This design comes from an exercise in tuning for small area on the open sky130 flow, not from production work. Function was checked by simulation only, so behaviour that the tests miss may differ from the original. Power figures rest on the tool's default switching activity, not on a simulated workload.

## north
## tree
module tree#(parameter NUM = 128, LEN = 16, LEVEL = $clog2(NUM) )(
    input  clk,
    input  [NUM*LEN-1:0] in,
    output [LEN-1:0] sum
    );
    localparam G   = 16;              
    localparam NG  = NUM / G;         
    localparam LAT = LEVEL;           
    wire [NG*LEN-1:0] gres;
    genvar g;
    for (g = 0; g < NG; g = g + 1) begin : g_grp
        prio_sel #(.N(G), .LEN(LEN)) u_sel (.in(in[g*G*LEN +: G*LEN]), .out(gres[g*LEN +: LEN]));
    end
    reg [NG*LEN-1:0] r1;
    always @(posedge clk)
        r1 <= gres;
    localparam NH = NG / 2;
    wire [2*LEN-1:0] hres;
    prio_sel #(.N(NH), .LEN(LEN)) u_lo (.in(r1[0 +: NH*LEN]), .out(hres[0 +: LEN]));
    prio_sel #(.N(NH), .LEN(LEN)) u_hi (.in(r1[NH*LEN +: NH*LEN]), .out(hres[LEN +: LEN]));
    reg [2*LEN-1:0] r2;
    always @(posedge clk)
        r2 <= hres;
    wire [LEN-1:0] res = r2[0] ? r2[0 +: LEN] : r2[LEN +: LEN];
    reg [(LAT-2)*LEN-1:0] pipe;
    always @(posedge clk)
        pipe <= {pipe[(LAT-3)*LEN-1:0], res};
    assign sum = pipe[(LAT-2)*LEN-1 -: LEN];
endmodule
==> flow/config.mk <==
export PLATFORM = sky130hd
export DESIGN_NAME = tree
export DESIGN_NICKNAME = tree
export VERILOG_FILES = /design/flow/design.v
export SDC_FILE = /design/flow/constraint.sdc
export NUM_CORES = 4
export LEC_CHECK = 0
export CAP_MARGIN = 20
export CORE_AREA = 10 10 550 310
export DIE_AREA = 0 0 560 320
export SETUP_SLACK_MARGIN = 0.1
export SLEW_MARGIN = 20
export SYNTH_HIERARCHICAL = 1
==> flow/constraint.sdc <==
create_clock -name core_clock -period 2.0 [get_ports {clk}]
set_input_delay 0.4000 -clock core_clock [delete_from_list [all_inputs] [get_ports {clk}]]
set_output_delay 0.4000 -clock core_clock [all_outputs]
set_load 0.01 [all_outputs]
standard.sh (not shown) runs the stock make flow with config.mk's settings and CLKGATE_MAP_FILE= SYNTH_SCRIPT=/design/flow/synth_recipe.tcl, a recipe that flattens the netlist after the stock synthesis.
==> flow/flow/run.sh <==
#!/bin/bash
# The standard layout, except that
# - the port buffers buffer_ports inserts during placement are the smallest
#   buffer (buf_1) instead of the one it picks itself,
# - the pin placer may put pins one routing track apart (instead of two), so
#   that the 2065 ports fit along a smaller die,
# - and flow/io.tcl gives each group of data pins its own stretch of the top or
#   bottom edge, the result pins the right edge and the clock pin the left.
set -euo pipefail
export BUFFER_PORTS_ARGS="-inputs -outputs -buffer_cell sky130_fd_sc_hd__buf_1"
export PLACE_PINS_ARGS="-min_distance 1 -min_distance_in_tracks"
export IO_CONSTRAINTS="$PWD/flow/io.tcl"
bash standard.sh finish > standard_flow.log 2>&1
==> flow/flow/io.tcl <==
# The clock pin alone on the left edge (met3).
place_pin -pin_name clk -layer met3 -location {0.4 160.14} -pin_size {0.8 0.3} -force_to_die_boundary
# Each stage-1 group of 16 words (256 pins) gets its own 130 um stretch of the
# bottom (groups 0-3) or top (groups 4-7) edge, so that its logic stays close
# together; the result pins go on the right edge.
for {set g 0} {$g < 8} {incr g} {
  set names {}
  for {set i [expr {$g * 256}]} {$i < [expr {($g + 1) * 256}]} {incr i} {
    lappend names "in\[$i\]"
  }
  set x0 [expr {20 + 130 * ($g % 4)}]
  set edge [expr {$g < 4 ? "bottom" : "top"}]
  set_io_pin_constraint -pin_names $names -region $edge:$x0-[expr {$x0 + 130}]
}
set names {}
for {set i 0} {$i < 16} {incr i} { lappend names "sum\[$i\]" }
set_io_pin_constraint -pin_names $names -region right:100-220
Input-level comparison between south and north:
Settings: setting PLACE_DENSITY to 0.4 for the first time; setting GPL_TIMING_DRIVEN to 0 for the first time; changing SETUP_SLACK_MARGIN from 0.1 to 0.2.
## What came out
- Number of buffers added for setup after CTS was lower in north than in south.
- In south, clock latency at the later pin of the worst-skew pair is lower than in north.
- NOTE: top achievable clock speed in south falls short of that of north
- Higher net switching power of the design goes to north over south.
- Any difference in die height between north and south is small enough to ignore.
- south against north: delay of the slowest cell on the worst path neither gained nor lost much; sequential share of layout area picked up an extra 0.78 points; met1 demand-to-capacity share in global routing lost 0.90 points.

build 94:
Starting RTL as in the previous note.
==> flow/config.mk <==
export PLATFORM = sky130hd
export DESIGN_NAME = tree
export DESIGN_NICKNAME = tree
export VERILOG_FILES = /design/flow/design.v
export SDC_FILE = /design/flow/constraint.sdc
export NUM_CORES = 4
export LEC_CHECK = 0
export CAP_MARGIN = 20
export CORE_AREA = 10 10 550 310
export DIE_AREA = 0 0 560 320
export SETUP_SLACK_MARGIN = 0.1
export SLEW_MARGIN = 20
export SYNTH_HIERARCHICAL = 1
==> flow/constraint.sdc <==
create_clock -name core_clock -period 2.0 [get_ports {clk}]
set_input_delay 0.4000 -clock core_clock [delete_from_list [all_inputs] [get_ports {clk}]]
set_output_delay 0.4000 -clock core_clock [all_outputs]
set_load 0.01 [all_outputs]
==> flow/flow/run.sh <==
#!/bin/bash
# The standard layout, except that
# - the port buffers buffer_ports inserts during placement are the smallest
#   buffer (buf_1) instead of the one it picks itself,
# - the pin placer puts the data pins on the top and bottom edges only (met2),
#   one routing track apart, so that the 2065 ports fit along a smaller die,
# - and the clock pin sits alone on the left edge (flow/io.tcl).
set -euo pipefail
export BUFFER_PORTS_ARGS="-inputs -outputs -buffer_cell sky130_fd_sc_hd__buf_1"
export PLACE_PINS_ARGS="-min_distance 1 -min_distance_in_tracks -exclude left:* -exclude right:*"
export IO_CONSTRAINTS="$PWD/flow/io.tcl"
bash standard.sh finish > standard_flow.log 2>&1
==> flow/flow/io.tcl <==
# The clock pin alone on the left edge (met3), away from the densely packed
# data pins on the top and bottom edges.
place_pin -pin_name clk -layer met3 -location {0.4 160.14} -pin_size {0.8 0.3} -force_to_die_boundary
Input changes introduced in build 56 (baseline for comparison: build 94):
diff --git a/flow/config.mk b/flow/config.mk
--- a/flow/config.mk
+++ b/flow/config.mk
@@ -10,3 +10,2 @@
 export DIE_AREA = 0 0 560 320
-export SETUP_SLACK_MARGIN = 0.1
 export SLEW_MARGIN = 20
Build 56: complete, dirty (setup timing). Compared with build 94, in build 56 multi-input gate share of total cell area held, instance count after placement with tap cells included held. Maximum frequency sits lower in build 56 than in build 94. Changes observed in build 56 relative to build 94: portion of the clock cycle consumed by the worst path in the final layout grew by 10 points, pin slew with the least headroom to its limit went up by 55 ps, detail-routed via count per cell down 0.47%, share of synthesized flip-flops with an asynchronous set or reset neither gained nor lost much, depth of the critical timing path with buffers and inverters included saw a decrease. Hold slack in build 56 is 35 ps higher than in build 94.
Here is what was changed in the inputs of build 28 compared with build 56.
diff --git a/flow/config.mk b/flow/config.mk
--- a/flow/config.mk
+++ b/flow/config.mk
@@ -7,6 +7,7 @@
 export LEC_CHECK = 0
-export CAP_MARGIN = 20
+export CAP_MARGIN = 5
 export CORE_AREA = 10 10 550 310
 export DIE_AREA = 0 0 560 320
-export SLEW_MARGIN = 20
+export SETUP_SLACK_MARGIN = 0.1
+export SLEW_MARGIN = 5
 export SYNTH_HIERARCHICAL = 1
==> comparison <==
Build 28 completed end to end with timing, DRC and antenna clean.
Looking at count of vias placed by the detailed router, build 28 sits about 0.8% above build 56.
Build 28: number of buffer and inverter stages on the critical path higher than build 56
Build 56 reports its end point of the critical path as r2[3] while build 28 reports r1[118].
Run comparison: build 56 kind of critical path register to register; build 28 kind of critical path input pin to register
Comparing build 28 with build 56, the utilization after layout came out essentially unchanged.
Delta(post-route total power, build 28 - build 56) > 0
From build 56 to build 28 the numbers moved as follows: sequential share of layout area has remained practically unchanged, source-to-sink clock delay at the later pin of the worst-skew pair has increased, filler-free cell count of the finished design has increased.
> inputs changed (build 28 -> build 1)
diff --git a/flow/config.mk b/flow/config.mk
--- a/flow/config.mk
+++ b/flow/config.mk
@@ -7,7 +7,8 @@
 export LEC_CHECK = 0
-export CAP_MARGIN = 5
+export CAP_MARGIN = 20
 export CORE_AREA = 10 10 550 310
 export DIE_AREA = 0 0 560 320
-export SETUP_SLACK_MARGIN = 0.1
-export SLEW_MARGIN = 5
+export GPL_TIMING_DRIVEN = 0
+export SETUP_SLACK_MARGIN = 0.3
+export SLEW_MARGIN = 20
 export SYNTH_HIERARCHICAL = 1
[summary]
Build 1 never completed, since it errored out during global routing.
Post-DP HPWL of build 1 falls short of that of build 28 by a little under 10%.
Sort build 28 and build 1 by total cell area at the placement stage asc -> top: build 1
Build 1 -> build 28: starting density of the core delta 0, exact match
Comparing build 1 with build 28, the x dimension of the die came out essentially unchanged.
From build 28 to build 1, synthesized area per cell did not move at all.
Going from build 28 to build 1, global placement routability congestion saw a decrease; count of placed standard cells including taps decreased 406; area after synthesis barely changed; worst setup slack after placement moved down.
Delta (build 1 minus build 28): post-CTS setup buffer count rose 57; TritonCTS buffer count down 6.
diff inputs: build 1 => build 49
==> flow/flow/run.sh <==
#!/bin/bash
# The standard layout, except that
# - the port buffers buffer_ports inserts during placement are the smallest
#   buffer (buf_1) instead of the one it picks itself,
# - the pin placer may put pins one routing track apart (instead of two), so
#   that the 2065 ports fit along a smaller die,
# - and flow/io.tcl gives each group of data pins its own stretch of the top or
#   bottom edge, the result pins the right edge and the clock pin the left.
set -euo pipefail
export BUFFER_PORTS_ARGS="-inputs -outputs -buffer_cell sky130_fd_sc_hd__buf_1"
export PLACE_PINS_ARGS="-min_distance 1 -min_distance_in_tracks"
export IO_CONSTRAINTS="$PWD/flow/io.tcl"
bash standard.sh finish > standard_flow.log 2>&1
==> flow/flow/io.tcl <==
# The clock pin alone on the left edge (met3).
place_pin -pin_name clk -layer met3 -location {0.4 120.02} -pin_size {0.8 0.3} -force_to_die_boundary
# Each stage-1 group of 16 words (256 pins) gets its own 130 um stretch of the
# bottom (groups 0-3) or top (groups 4-7) edge, so that its logic stays close
# together; the result pins go on the right edge.
for {set g 0} {$g < 8} {incr g} {
  set names {}
  for {set i [expr {$g * 256}]} {$i < [expr {($g + 1) * 256}]} {incr i} {
    lappend names "in\[$i\]"
  }
  set x0 [expr {20 + 130 * ($g % 4)}]
  set edge [expr {$g < 4 ? "bottom" : "top"}]
  set_io_pin_constraint -pin_names $names -region $edge:$x0-[expr {$x0 + 130}]
}
set names {}
for {set i 0} {$i < 16} {incr i} { lappend names "sum\[$i\]" }
set_io_pin_constraint -pin_names $names -region right:60-180
diff --git a/flow/config.mk b/flow/config.mk
--- a/flow/config.mk
+++ b/flow/config.mk
@@ -8,6 +8,7 @@
 export CAP_MARGIN = 20
-export CORE_AREA = 10 10 550 310
-export DIE_AREA = 0 0 560 320
+export CORE_AREA = 10 10 550 230
+export DIE_AREA = 0 0 560 240
 export GPL_TIMING_DRIVEN = 0
-export SETUP_SLACK_MARGIN = 0.3
+export PLACE_DENSITY = 0.4
+export SETUP_SLACK_MARGIN = 0.2
 export SLEW_MARGIN = 20
--- outcome ---
Seen in the log of build 1: GRT-0116 during global routing, after which the run never completed. The final layout from build 49, which completed every stage, passed the timing, design-rule and antenna checks at the end of the flow. Build 49 vs build 1, site row count went down by 29. NOTE final estimated routing congestion in global placement build 1->build 49 increased slightly. Looking at number of cells after detailed placement across build 1 and build 49, the one that comes out higher is build 1. As far as net count after synthesis goes, build 49 and build 1 are indistinguishable; the numbers are identical. Looking at number of gates resized after cts, build 49 sits below build 1. Between build 49 and build 1, it is build 49 whose post-placement cell area is lower, by about 2.6%.
Inputs modified between build 49 and build 12:
==> flow/flow/run.sh <==
#!/bin/bash
# The standard layout, except that
# - the port buffers buffer_ports inserts during placement are the smallest
#   buffer (buf_1) instead of the one it picks itself,
# - the pin placer puts the data pins on the top and bottom edges only (met2),
#   one routing track apart, so that the 2065 ports fit along a smaller die,
# - and the clock pin sits alone on the left edge (flow/io.tcl).
set -euo pipefail
export BUFFER_PORTS_ARGS="-inputs -outputs -buffer_cell sky130_fd_sc_hd__buf_1"
export PLACE_PINS_ARGS="-min_distance 1 -min_distance_in_tracks -exclude left:* -exclude right:*"
export IO_CONSTRAINTS="$PWD/flow/io.tcl"
bash standard.sh finish > standard_flow.log 2>&1
==> flow/flow/io.tcl <==
# The clock pin alone on the left edge (met3), away from the densely packed
# data pins on the top and bottom edges.
place_pin -pin_name clk -layer met3 -location {0.4 160.14} -pin_size {0.8 0.3} -force_to_die_boundary
diff --git a/flow/config.mk b/flow/config.mk
--- a/flow/config.mk
+++ b/flow/config.mk
@@ -8,7 +8,6 @@
 export CAP_MARGIN = 20
-export CORE_AREA = 10 10 550 230
-export DIE_AREA = 0 0 560 240
+export CORE_AREA = 10 10 550 310
+export DIE_AREA = 0 0 560 320
 export GPL_TIMING_DRIVEN = 0
-export PLACE_DENSITY = 0.4
-export SETUP_SLACK_MARGIN = 0.2
+export SETUP_SLACK_MARGIN = 0.1
 export SLEW_MARGIN = 20
### Flow results
- On total routed wirelength, build 49 beats build 12.
- Sort build 49 and build 12 by register-to-register slack, ascending, and build 12 comes first.
- Post-detailed-placement cell area was higher in the run labelled build 12.
- Looking at final-layout clock buffer total, build 12 sits about 20% above build 49.
- [build 12 vs build 49] buffer count from post-CTS setup fixing: higher in build 12
- Delta(time the final worst path needs with I/O delays and setup, build 12 - build 49) > 0
- Build 12 ran in full, but the layout does not pass; the checks complain about setup timing.

tree again, from the RTL that the note above started with.
==> flow/config.mk <==
export PLATFORM = sky130hd
export DESIGN_NAME = tree
export DESIGN_NICKNAME = tree
export VERILOG_FILES = /design/flow/design.v
export SDC_FILE = /design/flow/constraint.sdc
export NUM_CORES = 4
export LEC_CHECK = 0
export CAP_MARGIN = 20
export CORE_AREA = 10 10 550 310
export CTS_BUF_LIST = sky130_fd_sc_hd__clkbuf_4 sky130_fd_sc_hd__clkbuf_8
export DIE_AREA = 0 0 560 320
export SETUP_SLACK_MARGIN = 0.1
export SLEW_MARGIN = 20
export SYNTH_HIERARCHICAL = 1
==> flow/constraint.sdc <==
create_clock -name core_clock -period 2.0 [get_ports {clk}]
set_input_delay 0.4000 -clock core_clock [delete_from_list [all_inputs] [get_ports {clk}]]
set_output_delay 0.4000 -clock core_clock [all_outputs]
set_load 0.01 [all_outputs]
==> flow/flow/run.sh <==
#!/bin/bash
# The standard layout, except that
# - the port buffers buffer_ports inserts during placement are the smallest
#   buffer (buf_1) instead of the one it picks itself,
# - the pin placer puts the data pins on the top and bottom edges only (met2),
#   one routing track apart, so that the 2065 ports fit along a smaller die,
# - and the clock pin sits alone on the left edge (flow/io.tcl).
set -euo pipefail
export BUFFER_PORTS_ARGS="-inputs -outputs -buffer_cell sky130_fd_sc_hd__buf_1"
export PLACE_PINS_ARGS="-min_distance 1 -min_distance_in_tracks -exclude left:* -exclude right:*"
export IO_CONSTRAINTS="$PWD/flow/io.tcl"
bash standard.sh finish > standard_flow.log 2>&1
==> flow/flow/io.tcl <==
# The clock pin alone on the left edge (met3), away from the densely packed
# data pins on the top and bottom edges.
place_pin -pin_name clk -layer met3 -location {0.4 160.14} -pin_size {0.8 0.3} -force_to_die_boundary
The first run produced a clean layout.
Change:
==> flow/flow/run.sh (replaced) <==
#!/bin/bash
# The standard layout, except that
# - the port buffers buffer_ports inserts during placement are the smallest
#   buffer (buf_1) instead of the one it picks itself,
# - the pin placer may put pins one routing track apart (instead of two), so
#   that the 2065 ports fit along a smaller die,
# - and flow/io.tcl gives each group of data pins its own stretch of the top or
#   bottom edge, the result pins the right edge and the clock pin the left.
set -euo pipefail
export BUFFER_PORTS_ARGS="-inputs -outputs -buffer_cell sky130_fd_sc_hd__buf_1"
export PLACE_PINS_ARGS="-min_distance 1 -min_distance_in_tracks"
export IO_CONSTRAINTS="$PWD/flow/io.tcl"
bash standard.sh finish > standard_flow.log 2>&1
==> flow/flow/io.tcl (replaced) <==
# The clock pin alone on the left edge (met3).
place_pin -pin_name clk -layer met3 -location {0.4 160.14} -pin_size {0.8 0.3} -force_to_die_boundary
# Each stage-1 group of 16 words (256 pins) gets its own 130 um stretch of the
# bottom (groups 0-3) or top (groups 4-7) edge, so that its logic stays close
# together; the result pins go on the right edge.
for {set g 0} {$g < 8} {incr g} {
  set names {}
  for {set i [expr {$g * 256}]} {$i < [expr {($g + 1) * 256}]} {incr i} {
    lappend names "in\[$i\]"
  }
  set x0 [expr {20 + 130 * ($g % 4)}]
  set edge [expr {$g < 4 ? "bottom" : "top"}]
  set_io_pin_constraint -pin_names $names -region $edge:$x0-[expr {$x0 + 130}]
}
set names {}
for {set i 0} {$i < 16} {incr i} { lappend names "sum\[$i\]" }
set_io_pin_constraint -pin_names $names -region right:100-220
CTS_BUF_LIST = not set   (was sky130_fd_sc_hd__clkbuf_4 sky130_fd_sc_hd__clkbuf_8)
GPL_TIMING_DRIVEN = 0   (was not set)
SETUP_SLACK_MARGIN = 0.2   (was 0.1)
Effect:
- synthesized cell count does not change
- fmax went down slightly
- final area goes down by roughly a tenth
- critical path depth goes up by 5
- clock power goes down by a quarter to a third
- setup slack degrades by 11 ps

[what the ideal ports hide]
The flow's constraints put no driver on any port. The routed layouts listed below were extracted and timed again, unchanged, in two steps.
Step 1 (the two cells are an assumption about what drives the block):
set clk [get_ports {clk}]
set_driving_cell -lib_cell sky130_fd_sc_hd__clkbuf_16 $clk
set_driving_cell -lib_cell sky130_fd_sc_hd__buf_2 [delete_from_list [all_inputs] $clk]
Step 2 times the ports against the registers' clock, not the clock port: input delays grow and output delays shrink by t, the midpoint of the rising clock arrivals with the driver on.
Three values: no drivers, after step 1, after step 2; two values: the first two.
run | shift t [ns] | setup WS [ns] | hold WS [ns] | worst slew at a driven data input, ns
north | 0.692 | 0.208 / 0.222 / -0.470 | 0.097 / 0.107 / 0.323 | 0.22
south | 0.633 | 0.092 / 0.037 / -0.595 | 0.053 / 0.074 / 0.325 | 0.23
build 94 | 0.706 | 0.135 / 0.123 / -0.582 | 0.074 / 0.110 / 0.313 | 0.48
build 56 | 0.689 | -0.067 / -0.067 / -0.744 | 0.110 / 0.117 / 0.316 | 0.47
build 28 | 0.706 | 0.135 / 0.123 / -0.582 | 0.074 / 0.110 / 0.313 | 0.48
build 49 | 0.597 | 0.099 / 0.099 / -0.493 | 0.106 / 0.125 / 0.324 | 0.31
build 12 | 0.640 | -0.090 / -0.107 / -0.747 | 0.116 / 0.134 / 0.327 | 0.47
the first run of note 3 | 0.728 | 0.144 / 0.122 / -0.606 | 0.091 / 0.115 / 0.317 | 0.48
the second run of note 3 | 0.635 | 0.134 / 0.104 / -0.531 | 0.075 / 0.079 / 0.322 | 0.29
With both steps, setup timing fails in 7 of these runs, where it was met with ideal ports. For the first run of note 3, which loses most, drivers alone change the setup slack by -0.022 ns; drivers and shift together by -0.750 ns.
